From an optimization exercise on the open Yosys and OpenROAD flow, aimed at small area and a short achievable clock period; shortcuts taken in it are not production practice.
In this exercise RTL edits were held to simulation tests only and were not proved equivalent to the original.
Power is estimated from default activity; no workload was simulated.

run A:
// xcore
module xcore (
      input             clk,
      input             rst,
      output reg [8:0]  pc,
      input [31:0]      instruction,
      output            ram_sel,
      output            ram_we,
      output [8:0]      ram_addr,
      output [31:0]     ram_wdata,
      input [31:0]      ram_rdata,
      output            trap
      );
==> flow/config.mk <==
export PLATFORM = sky130hd
export DESIGN_NAME = xcore
export DESIGN_NICKNAME = xcore
export VERILOG_FILES = /design/flow/design.v
export SDC_FILE = /design/flow/constraint.sdc
export NUM_CORES = 4
export LEC_CHECK = 0
export ABC_AREA = 1
export CAP_MARGIN = 20
export CORE_MARGIN = 2
export CORE_UTILIZATION = 55
export SETUP_SLACK_MARGIN = 4.2
export SLEW_MARGIN = 20
export TNS_END_PERCENT = 100
==> flow/constraint.sdc <==
create_clock -name core_clock -period 8.5 [get_ports {clk}]
set_input_delay 1.7000 -clock core_clock [delete_from_list [all_inputs] [get_ports {clk}]]
set_output_delay 1.7000 -clock core_clock [all_outputs]
set_load 0.01 [all_outputs]
standard.sh (not shown) runs the stock make flow with config.mk's settings and CLKGATE_MAP_FILE= SYNTH_SCRIPT=/design/flow/synth_recipe.tcl, a recipe that flattens the netlist after the stock synthesis.
==> flow/flow/run.sh <==
#!/bin/bash
# The standard ORFS layout (standard.sh), with extra ORFS settings:
# the output logic (modules xaddr_decoder and xregf, no registers) is kept
# as modules until ABC has mapped them, so their gates are not shared with
# the core's (synth_recipe.tcl flattens the design afterwards); plain buffers
# on the ports; no dummy loads in the clock tree.
# make's output goes to flow_make.log; each ORFS step keeps its own log
# under orfs/logs/.
set -euo pipefail
bash standard.sh \
  "SYNTH_KEEP_MODULES=xaddr_decoder xregf" \
  "BUFFER_PORTS_ARGS=-buffer_cell sky130_fd_sc_hd__buf_2" \
  "CTS_ARGS=-sink_clustering_enable -repair_clock_nets -dont_use_dummy_load -buf_list sky130_fd_sc_hd__clkbuf_8 -sink_clustering_size 14 -sink_clustering_max_diameter 60" \
  finish > flow_make.log 2>&1
Run A closes out successfully: all stages finished, all timing, DRC and antenna checks passed.
Edits applied to the flow inputs when going from run A to run B:
-- flow/config.mk --
<<< run A, line 11
export CORE_UTILIZATION = 55
export SETUP_SLACK_MARGIN = 4.2
export SLEW_MARGIN = 20
>>> run B, line 11
export CORE_UTILIZATION = 55
export SETUP_SLACK_MARGIN = 3.7
export SLEW_MARGIN = 20
### Flow results
As far as number of instances in the placed design is concerned, run A and run B perform about the same. Changes observed in run B relative to run A: final core utilization lower, arrival time reported for the critical path endpoint grew by 0.34 ns, depth of the critical timing path with buffers and inverters included has decreased, final critical path time including I/O delays and setup grew by 0.34 ns. Sort run A and run B by cell area asc -> top: run B. | reg2reg setup slack | run B vs run A | 0.28 ns lower |. Run B ends up with lower global-route usage than run A does. Met3 usage in global routing (lower): run B. Taking run A as the reference, in run B number of combinational gates with multiple inputs lower, largest stage delay on the critical path went down by 0.02 ns.
Changes in run C relative to run B:
-- flow/config.mk --
<<< run B, line 11
export CORE_UTILIZATION = 55
export SETUP_SLACK_MARGIN = 3.7
export SLEW_MARGIN = 20
>>> run C, line 11
export CORE_UTILIZATION = 55
export SETUP_SLACK_MARGIN = 4.1
export SLEW_MARGIN = 20
--- outcome ---
In the metrics for run B and run C, the one carrying the higher non-clock buffer contribution to total cell area is run C.
Delta (run C minus run B): final weighted congestion of routability-driven global placement now sits higher; relative slew slack decreased by 1.2 points relative to the old numbers; sequential share of layout area fell 1.5 points; post-CTS resize count increased 81; logic depth of the worst path, buffers included essentially unchanged.
| sequential power share | run C vs run B | 1.0 points lower |
Run C vs. run B: total non-filler cell area in the finished layout higher; die area closely matched the old numbers; power went up by 3.0%.

========
Another version of the RTL of xcore (not shown whole).
Size in the first run: roughly 590 flip-flops, ~120 I/O pins, roughly 0.028 mm^2 of cells after synthesis.
export LEC_CHECK = 0
export ABC_AREA = 1
export CAP_MARGIN = 20
export CORE_MARGIN = 2
export CORE_UTILIZATION = 55
export SETUP_SLACK_MARGIN = 3.0
export SLEW_MARGIN = 20
export TNS_END_PERCENT = 5
create_clock -name core_clock -period 8.5 [get_ports {clk}]
run.sh (not shown) runs the stock make flow with config.mk's settings and CLKGATE_MAP_FILE= SYNTH_SCRIPT=/design/flow/synth_recipe.tcl, a recipe that flattens the netlist after the stock synthesis.
Stock flow here: none of the scripts above is used.
The starting point went through all stages and came out clean.
Next try:
--- a/flow/config.mk
+++ b/flow/config.mk
@@ -11,3 +11,3 @@
 export CORE_UTILIZATION = 55
-export SETUP_SLACK_MARGIN = 3.0
+export SETUP_SLACK_MARGIN = 4.0
 export SLEW_MARGIN = 20
Effect: The new run produced a clean layout. Non-clock buffer count goes up by 85. Worst setup slack gets better by 0.56 ns. Wire length goes up by a few percent. Count of clock-buffer cells in the layout is unchanged. Via count goes up by a few percent. Area after synthesis does not change. Power goes up by a few percent. Clock skew goes down by 0.0061 ns. Fmax goes up by roughly a tenth. Final area goes up by a little under a tenth. Utilization goes up by 4.7 points.

========
The RTL this note starts from:
==> flow/design.v <==
`timescale 1ns / 1ps
module xcore (
      input             clk,
      input             rst,
      output reg [8:0]  pc,
      input [31:0]      instruction,
      output            ram_sel,
      output            ram_we,
      output [8:0]      ram_addr,
      output [31:0]     ram_wdata,
      input [31:0]      ram_rdata,
      output            trap
      );
   reg [31:0] regB;
   reg [31:0] regf [0:15];
   reg [31:0] aa, pB;
   reg [2:0]  pC;
   reg        k_sub, k_shft, k_and, k_xor, k_hold, k_flags;
   wire [31:0] p  = aa ^ pB;
   wire [31:0] g  = aa & pB;
   reg  [31:0] gk, pk;
   integer l, j;
   always @* begin
      gk = g;
      pk = p;
      for (l = 1; l < 32; l = l * 2)
        for (j = 31; j >= l; j = j - 1) begin
           gk[j] = gk[j] | (pk[j] & gk[j-l]);
           pk[j] = pk[j] & pk[j-l];
        end
   end
   wire [31:0] c  = {gk[30:0], 1'b0};    
   wire [31:0] ps = p ^ {32{k_sub}};     
   wire shl = pB[31];                    
   reg [31:0] e;
   always @* begin
      if (k_shft)
        e = shl ? {aa[30:0], 1'b0} : {aa[31], aa[31:1]};
      else if (k_and)
        e = g;
      else if (k_xor)
        e = p;
      else
        e = aa;
   end
   wire sumop = !(k_shft || k_and || k_xor || k_hold);
   wire [31:0] x0 = sumop ? ps : e;
   wire [31:0] x1 = sumop ? ~ps : e;
   wire [31:0] regA;
   genvar k;
   generate for (k = 0; k < 32; k = k + 1) begin : sel
      assign regA[k] = c[k] ? x1[k] : x0[k];
   end endgenerate
   wire fx = k_sub ? ~(aa[31] & pB[31]) : (aa[31] | pB[31]);
   reg  [2:0] flags;
   always @* begin
      if (k_shft)
        flags = shl ? {aa[30], aa[31] ^ aa[30], aa[31]} : {aa[31], 2'b00};
      else if (k_and)
        flags = {g[31], 2'b00};
      else if (k_xor)
        flags = {p[31], 2'b00};
      else
        flags = c[31] ? {~ps[31], ~fx, fx} : {ps[31], 2'b00};
   end
   wire [2:0] regC = k_flags ? flags : pC;
   wire [3:0] op = instruction[31:28];
   wire op_sub  = op == 4'd2;
   wire op_shft = op == 4'd3;
   wire op_and  = op == 4'd4;
   wire op_xor  = op == 4'd5;
   wire op_ldih = op == 4'd7;
   wire alu     = op[3:1] == 3'b000 || op[3:1] == 3'b001 || op[3:1] == 3'b010;   
   wire load    = op == 4'd6 || op == 4'd7 || op == 4'd8 || op == 4'd10;
   wire store   = op == 4'd9 || op == 4'd11;
   wire branch  = op[3:2] == 2'b11;
   wire immop   = op == 4'd0 || op == 4'd3 || op == 4'd6 || op == 4'd7;
   wire busop   = op == 4'd1 || op == 4'd2 || op == 4'd4 || op == 4'd5 || op[3:2] == 2'b10;
   wire viab    = op[3:1] == 3'b101;   
   function [4:0] dec;    
      input [9:0] a;
      reg hi;
      begin
         hi = a[9] && a[8:5] == 4'd0;
         dec = {a[9] && !hi || hi && a[4] && a[3:1] != 3'd0,
                hi && !a[4], hi && a[4:0] == 5'd16, hi && a[4:0] == 5'd17, hi};
      end
   endfunction
   wire [4:0] di = dec(instruction[9:0]);
   wire [4:0] dh = dec(regA[9:0]);
   wire [4:0] db = dec(regB[9:0]);
   assign ram_sel   = viab ? !regB[9] : busop && !instruction[9];
   assign trap      = viab ? db[4] : busop && di[4];
   assign ram_we    = store;
   assign ram_addr  = viab ? regB[8:0] : instruction[8:0];
   assign ram_wdata = regA;
   wire is_rf = viab ? db[3] : di[3];
   wire is_rb = viab ? db[2] : op_ldih ? dh[2] : di[2];
   wire is_rc = viab ? db[1] : op_ldih ? dh[1] : di[1];
   wire [31:0] imm = op_ldih ? {instruction[15:0], regA[15:0]} : {{4{instruction[27]}}, instruction[27:0]};
   wire [3:0]  ra = viab ? regB[3:0] : instruction[3:0];
   wire [31:0] m0 = ra[3] ? (ra[2] ? regf[12] : regf[8]) : (ra[2] ? regf[4] : regf[0]);
   wire [31:0] m1 = ra[3] ? (ra[2] ? regf[13] : regf[9]) : (ra[2] ? regf[5] : regf[1]);
   wire [31:0] m2 = ra[3] ? (ra[2] ? regf[14] : regf[10]) : (ra[2] ? regf[6] : regf[2]);
   wire [31:0] m3 = ra[3] ? (ra[2] ? regf[15] : regf[11]) : (ra[2] ? regf[7] : regf[3]);
   wire [31:0] rf_rd = ra[1] ? (ra[0] ? m3 : m2) : (ra[0] ? m1 : m0);
   wire s_imm = immop && !is_rb && !is_rc;
   wire s_ram = ram_sel;
   wire s_rf  = busop && is_rf;
   wire [31:0] operand = ({32{is_rb}} & regB) | ({32{is_rc}} & {29'd0, regC}) |
                         ({32{s_imm}} & imm) | ({32{s_ram}} & ram_rdata) |
                         ({32{s_rf}} & rf_rd) | {32{branch}};
   wire a_zero = regA == 32'd0;
   wire taken = branch && (op[1] ? !a_zero : a_zero);
   always @(posedge clk, posedge rst)
     if (rst) begin
        pc <= 9'd0;
        regB <= 32'd0;
        aa <= 32'd0;
        pB <= 32'd0;
        pC <= 3'd0;
        {k_sub, k_shft, k_and, k_xor, k_hold, k_flags} <= 6'd0;
     end else begin
        pc <= taken ? (op[0] ? regB[8:0] : instruction[8:0]) : pc + 9'd1;
        aa <= load ? 32'd0 : op_sub ? ~regA : regA;
        pB <= operand;
        pC <= regC;
        k_sub   <= op_sub;
        k_shft  <= op_shft;
        k_and   <= op_and;
        k_xor   <= op_xor;
        k_hold  <= store;
        k_flags <= alu;
        if (store && is_rb)
          regB <= regA;
     end
   always @(posedge clk)
     if (store && is_rf)
       regf[ra] <= regA;
endmodule
export LEC_CHECK = 0
export ABC_AREA = 1
export CAP_MARGIN = 20
export CORE_MARGIN = 2
export CORE_UTILIZATION = 55
export SETUP_SLACK_MARGIN = 4.3
export SLEW_MARGIN = 20
export TNS_END_PERCENT = 20
create_clock -name core_clock -period 8.5 [get_ports {clk}]
standard.sh (not shown) runs the stock make flow with config.mk's settings and CLKGATE_MAP_FILE= SYNTH_SCRIPT=/design/flow/synth_recipe.tcl, a recipe that flattens the netlist after the stock synthesis.
==> flow/flow/run.sh <==
#!/bin/bash
# The standard ORFS layout (standard.sh), with extra ORFS settings:
# plain buffers on the ports and no dummy loads in the clock tree.
# make's output goes to flow_make.log; each ORFS step keeps its own log
# under orfs/logs/.
set -euo pipefail
bash standard.sh \
  "BUFFER_PORTS_ARGS=-buffer_cell sky130_fd_sc_hd__buf_2" \
  "CTS_ARGS=-sink_clustering_enable -repair_clock_nets -dont_use_dummy_load -buf_list sky130_fd_sc_hd__clkbuf_8" \
  finish > flow_make.log 2>&1
The baseline completed with no timing, DRC or antenna violations.
Next try:
--- a/flow/flow/run.sh
+++ b/flow/flow/run.sh
@@ -7,4 +7,4 @@
 bash standard.sh \
   "BUFFER_PORTS_ARGS=-buffer_cell sky130_fd_sc_hd__buf_2" \
-  "CTS_ARGS=-sink_clustering_enable -repair_clock_nets -dont_use_dummy_load -buf_list sky130_fd_sc_hd__clkbuf_8" \
+  "CTS_ARGS=-sink_clustering_enable -repair_clock_nets -dont_use_dummy_load -buf_list sky130_fd_sc_hd__clkbuf_8 -sink_clustering_size 14 -sink_clustering_max_diameter 60" \
   finish > flow_make.log 2>&1
Settings changed: SETUP_SLACK_MARGIN 4.3 to 3.9, TNS_END_PERCENT 20 to 100.
Effect: The changed run finished with timing, DRC and antenna clean. Worst hold slack improves by 0.0096 ns. Area after synthesis does not change. Sequential share of layout area increases by 5.2 points. First-iteration DRC count decreases by 11%.
Next try:
--- a/flow/flow/run.sh
+++ b/flow/flow/run.sh
@@ -7,4 +7,4 @@
 bash standard.sh \
   "BUFFER_PORTS_ARGS=-buffer_cell sky130_fd_sc_hd__buf_2" \
-  "CTS_ARGS=-sink_clustering_enable -repair_clock_nets -dont_use_dummy_load -buf_list sky130_fd_sc_hd__clkbuf_8 -sink_clustering_size 14 -sink_clustering_max_diameter 60" \
+  "CTS_ARGS=-sink_clustering_enable -repair_clock_nets -dont_use_dummy_load -buf_list sky130_fd_sc_hd__clkbuf_8" \
   finish > flow_make.log 2>&1
Settings changed: ABC_AREA 1 to 0.
What happened: The new run finished clean; synthesized cell count drops by a little under a tenth; core utilization climbs by 3.2 points; wire length drops by a few percent; hold slack got worse by 0.017 ns; clock skew climbs by 0.0062 ns; die area climbs slightly; non-clock buffer count climbs by 115.
Next try:
Settings changed: ABC_AREA 0 to 1, SETUP_SLACK_MARGIN 3.9 to 3.8, TNS_END_PERCENT 100 to 5.
Wire length barely changes. Area after synthesis is lower slightly. Core utilization is lower by 4.5 points. Power is lower by about a fifth. Cell area is lower by a little under a tenth. Die area is lower slightly. Final cell count is higher by a few percent. Flip-flop and latch count stays the same. Sequential share of layout area is higher by 4.7 points. Hold slack is better by 0.0082 ns. Global-route usage is higher by 1.0 points.
Next try:
Settings changed: SETUP_SLACK_MARGIN 3.8 to 4.0.
Effect: The new run ran to the end with no violations; worst setup slack improved by 0.34 ns; clock skew falls by 0.0042 ns; sequential share of layout area falls by 2.9 points.
Next try:
Settings changed: SETUP_SLACK_MARGIN 4.0 to 3.9, TNS_END_PERCENT 5 to 100.
What happened: The changed run passed the timing, design-rule and antenna checks; global-route usage decreases by 0.83 points; clock power decreases by about 2%; sequential power barely changes; clock-buffer cell count decreases by 2; clock skew increases by 0.030 ns; final area decreases by 1.8%; maximum frequency decreases by about 1.3%; synthesized cell count stays the same; combinational power decreases by 9.5%; wire length decreases by about 0.8%.

afterwards: timing with drivers on the ports:
The results above use ideal ports. As a check the final layouts listed here were re-extracted and re-timed, cells and wires unchanged. Step 1: set_driving_cell puts a clkbuf_16 on clk and a buf_2 on each other input, an assumption about the parent block. Step 2 also shifts input and output timing later by t, the mid clock arrival at the registers, as if the neighbouring blocks saw the same clock. Slacks: no drivers / after step 1 / after step 2; pairs: no drivers / after step 1.
run | shift t [ns] | slack for setup (ns) | worst setup path at the end
run A | 0.688 | 4.210 / 4.151 / 3.642 | input to register
run B | 0.695 | 3.872 / 3.811 / 3.247 | input to register
run C | 0.695 | 4.126 / 4.066 / 3.631 | input to register
the first run of note 2 | 0.688 | 3.119 / 3.092 / 2.529 | input to register
the second run of note 2 | 0.696 | 3.676 / 3.692 / 2.996 | input to register
the first run of note 3 | 0.717 | 4.026 / 3.880 / 3.461 | input to register
the second run of note 3 | 0.696 | 3.787 / 3.748 / 3.296 | input to register
the third run of note 3 | 0.725 | 3.298 / 3.244 / 3.281 | input to register
the fourth run of note 3 | 0.718 | 3.565 / 3.539 / 3.200 | input to register
the fifth run of note 3 | 0.718 | 3.904 / 3.849 / 3.334 | input to register
the sixth run of note 3 | 0.715 | 3.844 / 3.665 / 3.317 | input to register
After both steps every run listed still meets setup and hold. The setup slack of the second run of note 2, which loses most, moves by +0.016 ns with the drivers and by -0.680 ns with both steps.
